What follows belongs to an exercise in optimizing a design on an open flow for small area and a short achievable clock period; a production flow would make more cautious choices. At most, simulation tests tie the RTL to the original design; equivalence was not proved.

==> v27: inputs <==
==> flow/design.v (excerpt) <==
module lab2_pipe (
    input clk,
    input rst,
    input start,
    input [31:0] x,
    output reg rdy,
    output [31:0] y
);
reg rdy1, rdy2;
always @(posedge clk) begin
    if (rst) begin
        rdy1 <= 1'b0;
        rdy2 <= 1'b0;
        rdy  <= 1'b1;
    end else begin
        if (start) rdy1 <= 1'b1;
        rdy2 <= rdy1;
        rdy  <= rdy2;
    end
end
reg [3:0] v;
always @(posedge clk) v <= rst ? 4'b0 : {v[2:0], 1'b1};
reg [31:0] r1_x;
reg [31:0] r2_x;
reg [19:0] r2_x2l;
reg [23:0] r2_x2h;
reg [31:0] r3_x;
reg [30:0] r3_x2;
reg [17:0] r3_x4l;
reg [30:0] r3_x4h;
reg [94:0] r4_cs;
wire p1 = ~(r1_x[1] & ~r1_x[0]);
wire p2 = ~(r1_x[1] & r1_x[0]);
wire p3 = ~(r1_x[2] & ~r1_x[1]);
wire p4 = ~(r1_x[2] & r1_x[1]);
wire p5 = ~(r1_x[3] & ~r1_x[2]);
wire p6 = ~(r1_x[3] & r1_x[2]);
wire p7 = ~(r1_x[4] & ~r1_x[3]);
wire p8 = ~(r1_x[4] & r1_x[3]);
wire p9 = ~(r1_x[5] & ~r1_x[4]);
wire p10 = ~(r1_x[5] & r1_x[4]);
wire p11 = ~(r1_x[6] & ~r1_x[5]);
wire p12 = ~(r1_x[6] & r1_x[5]);
wire p13 = ~(r1_x[7] & ~r1_x[6]);
wire p14 = ~(r1_x[7] & r1_x[6]);
wire p15 = ~(r1_x[8] & ~r1_x[7]);
wire p16 = ~(r1_x[8] & r1_x[7]);
wire p17 = ~(r1_x[9] & ~r1_x[8]);
wire p18 = ~(r1_x[9] & r1_x[8]);
wire p19 = ~(r1_x[10] & ~r1_x[9]);
wire p20 = ~(r1_x[10] & r1_x[9]);
wire p21 = ~(r1_x[11] & ~r1_x[10]);
wire p22 = ~(r1_x[11] & r1_x[10]);
wire p23 = ~(r1_x[12] & ~r1_x[11]);
wire p24 = ~(r1_x[12] & r1_x[11]);
wire p25 = ~(r1_x[13] & ~r1_x[12]);
wire p26 = ~(r1_x[13] & r1_x[12]);
wire p27 = ~(r1_x[14] & ~r1_x[13]);
wire p28 = ~(r1_x[14] & r1_x[13]);
wire p29 = ~(r1_x[15] & ~r1_x[14]);
wire p30 = ~(r1_x[15] & r1_x[14]);
wire p31 = ~(r1_x[0] & r1_x[2]);
  ...
export LEC_CHECK = 0
export CAP_MARGIN = 20
export CORE_MARGIN = 2
export CORE_UTILIZATION = 60
export CTS_CLUSTER_DIAMETER = 80
export CTS_CLUSTER_SIZE = 22
export PLACE_DENSITY = 0.75
export SLEW_MARGIN = 75
export SYNTH_HIERARCHICAL = 1
create_clock -name core_clock -period 15.0 [get_ports {clk}]
standard.sh (not shown) runs the stock make flow with config.mk's settings and CLKGATE_MAP_FILE= SYNTH_SCRIPT=/design/flow/synth_recipe.tcl, a recipe that flattens the netlist after the stock synthesis.
==> flow/flow/run.sh <==
#!/bin/bash
set -euo pipefail
export BUFFER_PORTS_ARGS="-buffer_cell sky130_fd_sc_hd__buf_2"
bash standard.sh > standard_flow.log 2>&1
==> inputs of v15, as changes to v27 <==
--- a/flow/design.v
+++ b/flow/design.v
@@ -726,20 +726,18 @@
 wire i486 = ~c275;
 wire i487 = ~s284;
 wire i488 = ~c285;
 wire i489 = ~s296;
 wire i490 = ~c297;
 wire i491 = ~s310;
 wire i492 = ~c311;
 wire i493 = ~s326;
-wire [21:0] x2_lo_c = {{1'b1, i493, i492, s309, i490, i489, i488, c279, i486, i485, i484, s265, i482, s259, i480, p60, p3, p2, p1, 1'b1, i478}, 1'b1} + {{1'b1, c318, s318, i491, s303, c290, s290, i487, s279, c270, s270, i483, s263, i481, s258, i479, p32, p31, 1'b1, 1'b1, 1'b1}, 1'b1};
-wire [20:0] x2_lo = ~x2_lo_c[21:1];
-wire [12:0] x2_hi_c = {{r2_x2h[22], r2_x2h[20], r2_x2h[18], r2_x2h[16], ~r2_x2h[14], r2_x2h[12], r2_x2h[10], r2_x2h[8], ~r2_x2h[6], r2_x2h[4], r2_x2h[2], r2_x2h[0]}, 1'b1} + {{~r2_x2h[23], ~r2_x2h[21], ~r2_x2h[19], ~r2_x2h[17], r2_x2h[15], ~r2_x2h[13], ~r2_x2h[11], ~r2_x2h[9], r2_x2h[7], ~r2_x2h[5], ~r2_x2h[3], ~r2_x2h[1]}, {r2_x2l[19]}};
-wire [11:0] x2_hi = x2_hi_c[12:1];
+wire [20:0] x2_lo = ~({1'b1, i493, i492, s309, i490, i489, i488, c279, i486, i485, i484, s265, i482, s259, i480, p60, p3, p2, p1, 1'b1, i478} + {1'b1, c318, s318, i491, s303, c290, s290, i487, s279, c270, s270, i483, s263, i481, s258, i479, p32, p31, 1'b1, 1'b1, 1'b1} + 1'b1);
+wire [11:0] x2_hi = {r2_x2h[22], r2_x2h[20], r2_x2h[18], r2_x2h[16], ~r2_x2h[14], r2_x2h[12], r2_x2h[10], r2_x2h[8], ~r2_x2h[6], r2_x2h[4], r2_x2h[2], r2_x2h[0]} + {~r2_x2h[23], ~r2_x2h[21], ~r2_x2h[19], ~r2_x2h[17], r2_x2h[15], ~r2_x2h[13], ~r2_x2h[11], ~r2_x2h[9], r2_x2h[7], ~r2_x2h[5], ~r2_x2h[3], ~r2_x2h[1]} + {r2_x2l[19]};
 wire p494 = ~(r2_x2l[2] & r2_x2l[1]);
 wire p495 = ~(r2_x2l[2] & ~r2_x2l[1]);
 wire p496 = ~(r2_x2l[3] & ~r2_x2l[2]);
 wire p497 = ~(r2_x2l[3] & r2_x2l[2]);
 wire p498 = ~(r2_x2l[4] & ~r2_x2l[3]);
 wire p499 = ~(r2_x2l[4] & r2_x2l[3]);
 wire p500 = ~(r2_x2l[5] & ~r2_x2l[4]);
 wire p501 = ~(r2_x2l[5] & r2_x2l[4]);
@@ -1322,18 +1320,17 @@
 wire i906 = ~c729;
 wire i907 = ~s736;
 wire i908 = ~c737;
 wire i909 = ~s746;
 wire i910 = ~c747;
 wire i911 = ~s758;
 wire i912 = ~c759;
 wire i913 = ~s772;
-wire [21:0] x4_lo_c = {{1'b1, s771, i912, i911, i910, c741, i908, i907, i906, s727, i904, s721, i902, p549, p494, p522, r2_x2l[1], p520, 1'b1, 1'b1, i900}, 1'b1} + {{1'b1, i913, s765, c752, s752, i909, s741, c732, s732, i905, s725, i903, s720, i901, p523, 1'b1, p521, 1'b1, 1'b1, 1'b1, 1'b1}, 1'b1};
-wire [20:0] x4_lo = ~x4_lo_c[21:1];
+wire [20:0] x4_lo = ~({1'b1, s771, i912, i911, i910, c741, i908, i907, i906, s727, i904, s721, i902, p549, p494, p522, r2_x2l[1], p520, 1'b1, 1'b1, i900} + {1'b1, i913, s765, c752, s752, i909, s741, c732, s732, i905, s725, i903, s720, i901, p523, 1'b1, p521, 1'b1, 1'b1, 1'b1, 1'b1} + 1'b1);
 wire s914, c914;
 lab2_fa u914 (.a(r3_x4h[12]), .b(r3_x4h[13]), .c(r3_x4h[14]), .s(s914), .co(c914));
 wire s915 = r3_x4h[16] ^ r3_x4h[17];
 wire c916;
 lab2_nor u916 (.a(r3_x4h[16]), .b(r3_x4h[17]), .y(c916));
 wire s917, c917;
 lab2_fa u917 (.a(r3_x4h[18]), .b(r3_x4h[19]), .c(r3_x4h[20]), .s(s917), .co(c917));
 wire s918, c918;
@@ -1344,18 +1341,17 @@
 wire s921, c921;
 lab2_fa u921 (.a(r3_x4h[25]), .b(r3_x4h[26]), .c(r3_x4h[27]), .s(s921), .co(c921));
 wire s922, c922;
 lab2_fa u922 (.a(r3_x4h[28]), .b(c918), .c(s921), .s(s922), .co(c922));
 wire s923;
 lab2_x2 u923 (.a(r3_x4h[29]), .b(r3_x4h[30]), .y(s923));
 wire s924;
 lab2_x2 u924 (.a(s923), .b(c921), .y(s924));
-wire [12:0] x4_hi_c = {{s924, c920, ~s918, c916, s915, r3_x4h[15], ~r3_x4h[10], r3_x4h[8], r3_x4h[6], r3_x4h[4], r3_x4h[2], r3_x4h[0]}, 1'b1} + {{~c922, ~s922, s919, ~s917, ~c914, ~s914, r3_x4h[11], ~r3_x4h[9], ~r3_x4h[7], ~r3_x4h[5], ~r3_x4h[3], ~r3_x4h[1]}, {r3_x4l[17]}};
-wire [11:0] x4_hi = x4_hi_c[12:1];
+wire [11:0] x4_hi = {s924, c920, ~s918, c916, s915, r3_x4h[15], ~r3_x4h[10], r3_x4h[8], r3_x4h[6], r3_x4h[4], r3_x4h[2], r3_x4h[0]} + {~c922, ~s922, s919, ~s917, ~c914, ~s914, r3_x4h[11], ~r3_x4h[9], ~r3_x4h[7], ~r3_x4h[5], ~r3_x4h[3], ~r3_x4h[1]} + {r3_x4l[17]};
 wire p925 = ~(r3_x4l[0] & r3_x[0]);
 wire p926 = ~(r3_x4l[0] & r3_x[1]);
 wire p927 = ~(r3_x4l[0] & r3_x[2]);
 wire p928 = ~(r3_x4l[0] & r3_x[3]);
 wire p929 = ~(r3_x4l[0] & r3_x[4]);
 wire p930 = ~(r3_x4l[0] & r3_x[5]);
 wire p931 = ~(r3_x4l[0] & r3_x[6]);
 wire p932 = ~(r3_x4l[0] & r3_x[7]);
@@ -2720,18 +2716,17 @@
 wire i1858 = ~c1809;
 wire i1859 = ~s1813;
 wire i1860 = ~c1820;
 wire i1861 = ~s1824;
 wire i1862 = ~c1825;
 wire i1863 = ~s1830;
 wire i1864 = ~s1837;
 wire i1865 = ~c1831;
-wire [32:0] y_s_c = {{i1864, i1862, i1860, s1817, i1858, i1856, i1854, i1852, s1794, s1790, i1851, s1784, i1850, s1777, i1848, i1846, i1844, i1842, r4_cs[25], i1840, r4_cs[21], r4_cs[19], r4_cs[17], r4_cs[15], r4_cs[13], r4_cs[11], r4_cs[9], r4_cs[7], r4_cs[5], i1838, r4_cs[2], r4_cs[0]}, 1'b1} + {{i1865, i1863, i1861, s1818, i1859, i1857, i1855, i1853, s1795, c1788, s1788, c1782, s1782, s1778, i1849, i1847, i1845, i1843, r4_cs[26], i1841, r4_cs[22], r4_cs[20], r4_cs[18], r4_cs[16], r4_cs[14], r4_cs[12], r4_cs[10], i1839, r4_cs[6], r4_cs[4], 1'b1, r4_cs[1]}, 1'b1};
-wire [31:0] y_s = ~y_s_c[32:1];
+wire [31:0] y_s = ~({i1864, i1862, i1860, s1817, i1858, i1856, i1854, i1852, s1794, s1790, i1851, s1784, i1850, s1777, i1848, i1846, i1844, i1842, r4_cs[25], i1840, r4_cs[21], r4_cs[19], r4_cs[17], r4_cs[15], r4_cs[13], r4_cs[11], r4_cs[9], r4_cs[7], r4_cs[5], i1838, r4_cs[2], r4_cs[0]} + {i1865, i1863, i1861, s1818, i1859, i1857, i1855, i1853, s1795, c1788, s1788, c1782, s1782, s1778, i1849, i1847, i1845, i1843, r4_cs[26], i1841, r4_cs[22], r4_cs[20], r4_cs[18], r4_cs[16], r4_cs[14], r4_cs[12], r4_cs[10], i1839, r4_cs[6], r4_cs[4], 1'b1, r4_cs[1]} + 1'b1);
 always @(posedge clk) begin
     r1_x <= {x[31], x[30], x[29], x[28], x[27], x[26], x[25], x[24], x[23], x[22], x[21], x[20], x[19], x[18], x[17], x[16], x[15], x[14], x[13], x[12], x[11], x[10], x[9], x[8], x[7], x[6], x[5], x[4], x[3], x[2], x[1], x[0]};
     r2_x <= {r1_x[31], r1_x[30], r1_x[29], r1_x[28], r1_x[27], r1_x[26], r1_x[25], r1_x[24], r1_x[23], r1_x[22], r1_x[21], r1_x[20], r1_x[19], r1_x[18], r1_x[17], r1_x[16], r1_x[15], r1_x[14], r1_x[13], r1_x[12], r1_x[11], r1_x[10], r1_x[9], r1_x[8], r1_x[7], r1_x[6], r1_x[5], r1_x[4], r1_x[3], r1_x[2], r1_x[1], r1_x[0]};
     r2_x2l <= {x2_lo[20], x2_lo[19], x2_lo[18], x2_lo[17], x2_lo[16], x2_lo[15], x2_lo[14], x2_lo[13], x2_lo[12], x2_lo[11], x2_lo[10], x2_lo[9], x2_lo[8], x2_lo[7], x2_lo[6], x2_lo[5], x2_lo[4], x2_lo[3], p1, r1_x[0]};
     r2_x2h <= {c450, s477, s450, c437, c423, s436, s423, c411, s410, c398, s398, c387, c375, s386, s375, c365, s364, c354, s354, c345, c335, s344, s335, c327};
     r3_x <= {r2_x[31], r2_x[30], r2_x[29], r2_x[28], r2_x[27], r2_x[26], r2_x[25], r2_x[24], r2_x[23], r2_x[22], r2_x[21], r2_x[20], r2_x[19], r2_x[18], r2_x[17], r2_x[16], r2_x[15], r2_x[14], r2_x[13], r2_x[12], r2_x[11], r2_x[10], r2_x[9], r2_x[8], r2_x[7], r2_x[6], r2_x[5], r2_x[4], r2_x[3], r2_x[2], r2_x[1], r2_x[0]};
     r3_x2 <= {~x2_hi[11], ~x2_hi[10], ~x2_hi[9], ~x2_hi[8], ~x2_hi[7], ~x2_hi[6], ~x2_hi[5], ~x2_hi[4], ~x2_hi[3], ~x2_hi[2], ~x2_hi[1], ~x2_hi[0], ~r2_x2l[18], ~r2_x2l[17], ~r2_x2l[16], ~r2_x2l[15], ~r2_x2l[14], ~r2_x2l[13], ~r2_x2l[12], ~r2_x2l[11], ~r2_x2l[10], ~r2_x2l[9], ~r2_x2l[8], ~r2_x2l[7], ~r2_x2l[6], ~r2_x2l[5], ~r2_x2l[4], ~r2_x2l[3], ~r2_x2l[2], ~r2_x2l[1], ~r2_x2l[0]};
     r3_x4l <= {x4_lo[20], x4_lo[19], x4_lo[18], x4_lo[17], x4_lo[16], x4_lo[15], x4_lo[14], x4_lo[13], x4_lo[12], x4_lo[11], x4_lo[10], x4_lo[9], x4_lo[8], x4_lo[7], x4_lo[6], x4_lo[5], x4_lo[4], r2_x2l[0]};
- CORE_UTILIZATION: 60 -> 40
- CTS_BUF_LIST: unset -> sky130_fd_sc_hd__clkbuf_8
- CTS_CLUSTER_DIAMETER: 80 -> 60
- CTS_CLUSTER_SIZE: 22 -> 16
- PLACE_DENSITY: 0.75 -> 0.6
==> inputs of v3, as changes to v27 <==
--- a/flow/design.v
+++ b/flow/design.v
@@ -726,20 +726,18 @@
 wire i486 = ~c275;
 wire i487 = ~s284;
 wire i488 = ~c285;
 wire i489 = ~s296;
 wire i490 = ~c297;
 wire i491 = ~s310;
 wire i492 = ~c311;
 wire i493 = ~s326;
-wire [21:0] x2_lo_c = {{1'b1, i493, i492, s309, i490, i489, i488, c279, i486, i485, i484, s265, i482, s259, i480, p60, p3, p2, p1, 1'b1, i478}, 1'b1} + {{1'b1, c318, s318, i491, s303, c290, s290, i487, s279, c270, s270, i483, s263, i481, s258, i479, p32, p31, 1'b1, 1'b1, 1'b1}, 1'b1};
-wire [20:0] x2_lo = ~x2_lo_c[21:1];
-wire [12:0] x2_hi_c = {{r2_x2h[22], r2_x2h[20], r2_x2h[18], r2_x2h[16], ~r2_x2h[14], r2_x2h[12], r2_x2h[10], r2_x2h[8], ~r2_x2h[6], r2_x2h[4], r2_x2h[2], r2_x2h[0]}, 1'b1} + {{~r2_x2h[23], ~r2_x2h[21], ~r2_x2h[19], ~r2_x2h[17], r2_x2h[15], ~r2_x2h[13], ~r2_x2h[11], ~r2_x2h[9], r2_x2h[7], ~r2_x2h[5], ~r2_x2h[3], ~r2_x2h[1]}, {r2_x2l[19]}};
-wire [11:0] x2_hi = x2_hi_c[12:1];
+wire [20:0] x2_lo = ~({1'b1, i493, i492, s309, i490, i489, i488, c279, i486, i485, i484, s265, i482, s259, i480, p60, p3, p2, p1, 1'b1, i478} + {1'b1, c318, s318, i491, s303, c290, s290, i487, s279, c270, s270, i483, s263, i481, s258, i479, p32, p31, 1'b1, 1'b1, 1'b1} + 1'b1);
+wire [11:0] x2_hi = {r2_x2h[22], r2_x2h[20], r2_x2h[18], r2_x2h[16], ~r2_x2h[14], r2_x2h[12], r2_x2h[10], r2_x2h[8], ~r2_x2h[6], r2_x2h[4], r2_x2h[2], r2_x2h[0]} + {~r2_x2h[23], ~r2_x2h[21], ~r2_x2h[19], ~r2_x2h[17], r2_x2h[15], ~r2_x2h[13], ~r2_x2h[11], ~r2_x2h[9], r2_x2h[7], ~r2_x2h[5], ~r2_x2h[3], ~r2_x2h[1]} + {r2_x2l[19]};
 wire p494 = ~(r2_x2l[2] & r2_x2l[1]);
 wire p495 = ~(r2_x2l[2] & ~r2_x2l[1]);
 wire p496 = ~(r2_x2l[3] & ~r2_x2l[2]);
 wire p497 = ~(r2_x2l[3] & r2_x2l[2]);
 wire p498 = ~(r2_x2l[4] & ~r2_x2l[3]);
 wire p499 = ~(r2_x2l[4] & r2_x2l[3]);
 wire p500 = ~(r2_x2l[5] & ~r2_x2l[4]);
 wire p501 = ~(r2_x2l[5] & r2_x2l[4]);
@@ -1322,18 +1320,17 @@
 wire i906 = ~c729;
 wire i907 = ~s736;
 wire i908 = ~c737;
 wire i909 = ~s746;
 wire i910 = ~c747;
 wire i911 = ~s758;
 wire i912 = ~c759;
 wire i913 = ~s772;
-wire [21:0] x4_lo_c = {{1'b1, s771, i912, i911, i910, c741, i908, i907, i906, s727, i904, s721, i902, p549, p494, p522, r2_x2l[1], p520, 1'b1, 1'b1, i900}, 1'b1} + {{1'b1, i913, s765, c752, s752, i909, s741, c732, s732, i905, s725, i903, s720, i901, p523, 1'b1, p521, 1'b1, 1'b1, 1'b1, 1'b1}, 1'b1};
-wire [20:0] x4_lo = ~x4_lo_c[21:1];
+wire [20:0] x4_lo = ~({1'b1, s771, i912, i911, i910, c741, i908, i907, i906, s727, i904, s721, i902, p549, p494, p522, r2_x2l[1], p520, 1'b1, 1'b1, i900} + {1'b1, i913, s765, c752, s752, i909, s741, c732, s732, i905, s725, i903, s720, i901, p523, 1'b1, p521, 1'b1, 1'b1, 1'b1, 1'b1} + 1'b1);
 wire s914, c914;
 lab2_fa u914 (.a(r3_x4h[12]), .b(r3_x4h[13]), .c(r3_x4h[14]), .s(s914), .co(c914));
 wire s915 = r3_x4h[16] ^ r3_x4h[17];
 wire c916;
 lab2_nor u916 (.a(r3_x4h[16]), .b(r3_x4h[17]), .y(c916));
 wire s917, c917;
 lab2_fa u917 (.a(r3_x4h[18]), .b(r3_x4h[19]), .c(r3_x4h[20]), .s(s917), .co(c917));
 wire s918, c918;
@@ -1344,18 +1341,17 @@
 wire s921, c921;
 lab2_fa u921 (.a(r3_x4h[25]), .b(r3_x4h[26]), .c(r3_x4h[27]), .s(s921), .co(c921));
 wire s922, c922;
 lab2_fa u922 (.a(r3_x4h[28]), .b(c918), .c(s921), .s(s922), .co(c922));
 wire s923;
 lab2_x2 u923 (.a(r3_x4h[29]), .b(r3_x4h[30]), .y(s923));
 wire s924;
 lab2_x2 u924 (.a(s923), .b(c921), .y(s924));
-wire [12:0] x4_hi_c = {{s924, c920, ~s918, c916, s915, r3_x4h[15], ~r3_x4h[10], r3_x4h[8], r3_x4h[6], r3_x4h[4], r3_x4h[2], r3_x4h[0]}, 1'b1} + {{~c922, ~s922, s919, ~s917, ~c914, ~s914, r3_x4h[11], ~r3_x4h[9], ~r3_x4h[7], ~r3_x4h[5], ~r3_x4h[3], ~r3_x4h[1]}, {r3_x4l[17]}};
-wire [11:0] x4_hi = x4_hi_c[12:1];
+wire [11:0] x4_hi = {s924, c920, ~s918, c916, s915, r3_x4h[15], ~r3_x4h[10], r3_x4h[8], r3_x4h[6], r3_x4h[4], r3_x4h[2], r3_x4h[0]} + {~c922, ~s922, s919, ~s917, ~c914, ~s914, r3_x4h[11], ~r3_x4h[9], ~r3_x4h[7], ~r3_x4h[5], ~r3_x4h[3], ~r3_x4h[1]} + {r3_x4l[17]};
 wire p925 = ~(r3_x4l[0] & r3_x[0]);
 wire p926 = ~(r3_x4l[0] & r3_x[1]);
 wire p927 = ~(r3_x4l[0] & r3_x[2]);
 wire p928 = ~(r3_x4l[0] & r3_x[3]);
 wire p929 = ~(r3_x4l[0] & r3_x[4]);
 wire p930 = ~(r3_x4l[0] & r3_x[5]);
 wire p931 = ~(r3_x4l[0] & r3_x[6]);
 wire p932 = ~(r3_x4l[0] & r3_x[7]);
@@ -2720,18 +2716,17 @@
 wire i1858 = ~c1809;
 wire i1859 = ~s1813;
 wire i1860 = ~c1820;
 wire i1861 = ~s1824;
 wire i1862 = ~c1825;
 wire i1863 = ~s1830;
 wire i1864 = ~s1837;
 wire i1865 = ~c1831;
-wire [32:0] y_s_c = {{i1864, i1862, i1860, s1817, i1858, i1856, i1854, i1852, s1794, s1790, i1851, s1784, i1850, s1777, i1848, i1846, i1844, i1842, r4_cs[25], i1840, r4_cs[21], r4_cs[19], r4_cs[17], r4_cs[15], r4_cs[13], r4_cs[11], r4_cs[9], r4_cs[7], r4_cs[5], i1838, r4_cs[2], r4_cs[0]}, 1'b1} + {{i1865, i1863, i1861, s1818, i1859, i1857, i1855, i1853, s1795, c1788, s1788, c1782, s1782, s1778, i1849, i1847, i1845, i1843, r4_cs[26], i1841, r4_cs[22], r4_cs[20], r4_cs[18], r4_cs[16], r4_cs[14], r4_cs[12], r4_cs[10], i1839, r4_cs[6], r4_cs[4], 1'b1, r4_cs[1]}, 1'b1};
-wire [31:0] y_s = ~y_s_c[32:1];
+wire [31:0] y_s = ~({i1864, i1862, i1860, s1817, i1858, i1856, i1854, i1852, s1794, s1790, i1851, s1784, i1850, s1777, i1848, i1846, i1844, i1842, r4_cs[25], i1840, r4_cs[21], r4_cs[19], r4_cs[17], r4_cs[15], r4_cs[13], r4_cs[11], r4_cs[9], r4_cs[7], r4_cs[5], i1838, r4_cs[2], r4_cs[0]} + {i1865, i1863, i1861, s1818, i1859, i1857, i1855, i1853, s1795, c1788, s1788, c1782, s1782, s1778, i1849, i1847, i1845, i1843, r4_cs[26], i1841, r4_cs[22], r4_cs[20], r4_cs[18], r4_cs[16], r4_cs[14], r4_cs[12], r4_cs[10], i1839, r4_cs[6], r4_cs[4], 1'b1, r4_cs[1]} + 1'b1);
 always @(posedge clk) begin
     r1_x <= {x[31], x[30], x[29], x[28], x[27], x[26], x[25], x[24], x[23], x[22], x[21], x[20], x[19], x[18], x[17], x[16], x[15], x[14], x[13], x[12], x[11], x[10], x[9], x[8], x[7], x[6], x[5], x[4], x[3], x[2], x[1], x[0]};
     r2_x <= {r1_x[31], r1_x[30], r1_x[29], r1_x[28], r1_x[27], r1_x[26], r1_x[25], r1_x[24], r1_x[23], r1_x[22], r1_x[21], r1_x[20], r1_x[19], r1_x[18], r1_x[17], r1_x[16], r1_x[15], r1_x[14], r1_x[13], r1_x[12], r1_x[11], r1_x[10], r1_x[9], r1_x[8], r1_x[7], r1_x[6], r1_x[5], r1_x[4], r1_x[3], r1_x[2], r1_x[1], r1_x[0]};
     r2_x2l <= {x2_lo[20], x2_lo[19], x2_lo[18], x2_lo[17], x2_lo[16], x2_lo[15], x2_lo[14], x2_lo[13], x2_lo[12], x2_lo[11], x2_lo[10], x2_lo[9], x2_lo[8], x2_lo[7], x2_lo[6], x2_lo[5], x2_lo[4], x2_lo[3], p1, r1_x[0]};
     r2_x2h <= {c450, s477, s450, c437, c423, s436, s423, c411, s410, c398, s398, c387, c375, s386, s375, c365, s364, c354, s354, c345, c335, s344, s335, c327};
     r3_x <= {r2_x[31], r2_x[30], r2_x[29], r2_x[28], r2_x[27], r2_x[26], r2_x[25], r2_x[24], r2_x[23], r2_x[22], r2_x[21], r2_x[20], r2_x[19], r2_x[18], r2_x[17], r2_x[16], r2_x[15], r2_x[14], r2_x[13], r2_x[12], r2_x[11], r2_x[10], r2_x[9], r2_x[8], r2_x[7], r2_x[6], r2_x[5], r2_x[4], r2_x[3], r2_x[2], r2_x[1], r2_x[0]};
     r3_x2 <= {~x2_hi[11], ~x2_hi[10], ~x2_hi[9], ~x2_hi[8], ~x2_hi[7], ~x2_hi[6], ~x2_hi[5], ~x2_hi[4], ~x2_hi[3], ~x2_hi[2], ~x2_hi[1], ~x2_hi[0], ~r2_x2l[18], ~r2_x2l[17], ~r2_x2l[16], ~r2_x2l[15], ~r2_x2l[14], ~r2_x2l[13], ~r2_x2l[12], ~r2_x2l[11], ~r2_x2l[10], ~r2_x2l[9], ~r2_x2l[8], ~r2_x2l[7], ~r2_x2l[6], ~r2_x2l[5], ~r2_x2l[4], ~r2_x2l[3], ~r2_x2l[2], ~r2_x2l[1], ~r2_x2l[0]};
     r3_x4l <= {x4_lo[20], x4_lo[19], x4_lo[18], x4_lo[17], x4_lo[16], x4_lo[15], x4_lo[14], x4_lo[13], x4_lo[12], x4_lo[11], x4_lo[10], x4_lo[9], x4_lo[8], x4_lo[7], x4_lo[6], x4_lo[5], x4_lo[4], r2_x2l[0]};
- CORE_UTILIZATION: 60 -> 40
- PLACE_DENSITY: 0.75 -> 0.6
==> inputs of v30, as changes to v27 <==
- CORE_UTILIZATION: 60 -> 40
- CTS_BUF_LIST: unset -> sky130_fd_sc_hd__clkbuf_8
- CTS_CLUSTER_DIAMETER: 80 -> 60
- CTS_CLUSTER_SIZE: 22 -> 16
- PLACE_DENSITY: 0.75 -> 0.6
==> metrics.log <==
[metrics] final critical-path required period: 4.11 ns
[metrics] result of the run: no timing/DRC/antenna violations
[metrics] number of buffers other than clock buffers in the final layout: 127
[metrics] CTS H-tree depth: 1
The numbers above come from v3.

==> metrics.log <==
[metrics] CTS H-tree depth: 2
[metrics] result of the run: no timing/DRC/antenna violations
[metrics] most frequent cells in the layout: 891 x sky130_fd_sc_hd__nand2_1, 665 x sky130_fd_sc_hd__fa_1, 307 x sky130_fd_sc_hd__dfxtp_1
[metrics] met3 wire len: 5140 um
[metrics] number of buffers other than clock buffers in the final layout: 127
[metrics] CP Launch Type: flip-flop
[metrics] worst hold path startpoint: r2_x[17]$_DFF_P_
[metrics] final critical-path required period: 4.12 ns
[metrics] Met2 Routed Length: 38200 um
The numbers above come from v15.

==> metrics.log <==
[metrics] number of buffers other than clock buffers in the final layout: 134
[metrics] result of the run: no timing/DRC/antenna violations
[metrics] final critical-path required period: 4.09 ns
[metrics] CTS H-tree depth: 1
The numbers above come from v27.

==> metrics.log <==
[metrics] result of the run: no timing/DRC/antenna violations
[metrics] final core utilization: 44.0%
[metrics] CTS H-tree depth: 2
[metrics] end of the critical path: y[6]
[metrics] number of clock sinks: 351
[metrics] fin cells: 3963
[metrics] final critical-path required period: 4.15 ns
[metrics] number of buffers other than clock buffers in the final layout: 138
[metrics] area used by multi-input combinational logic: 22600 um2
The numbers above come from v30.

Function not checked in v27 and v30: the RTL went through the layout flow alone.

separate check: timing with driven ports:
The flow's constraints put no driver on any port. The routed layouts listed below were extracted and timed again, unchanged, in two steps.
Step 1 sets driving cells, clkbuf_16 on the clock port and buf_2 on the other inputs (assumed; they add their load-dependent delay and slew).
Step 2 also shifts input and output timing later by t, the mid clock arrival at the registers, as if the neighbouring blocks saw the same clock.
a / b / c = ideal ports / drivers / drivers and shift; a / b = the first two.
| run | t (ns) | setup slack, ns | worst setup path at the end |
|---|---|---|---|
| v27 | 0.619 | 10.906 / 10.906 / 10.825 | input to register |
| v15 | 0.674 | 10.877 / 10.818 / 10.971 | input to register |
| v3 | 0.659 | 10.894 / 10.831 / 10.981 | input to register |
| v30 | 0.696 | 10.852 / 10.791 / 10.889 | input to register |
After both steps every run listed still meets setup and hold. For v27, which loses most, drivers alone change the setup slack by 0.000 ns; drivers and shift together by -0.081 ns.
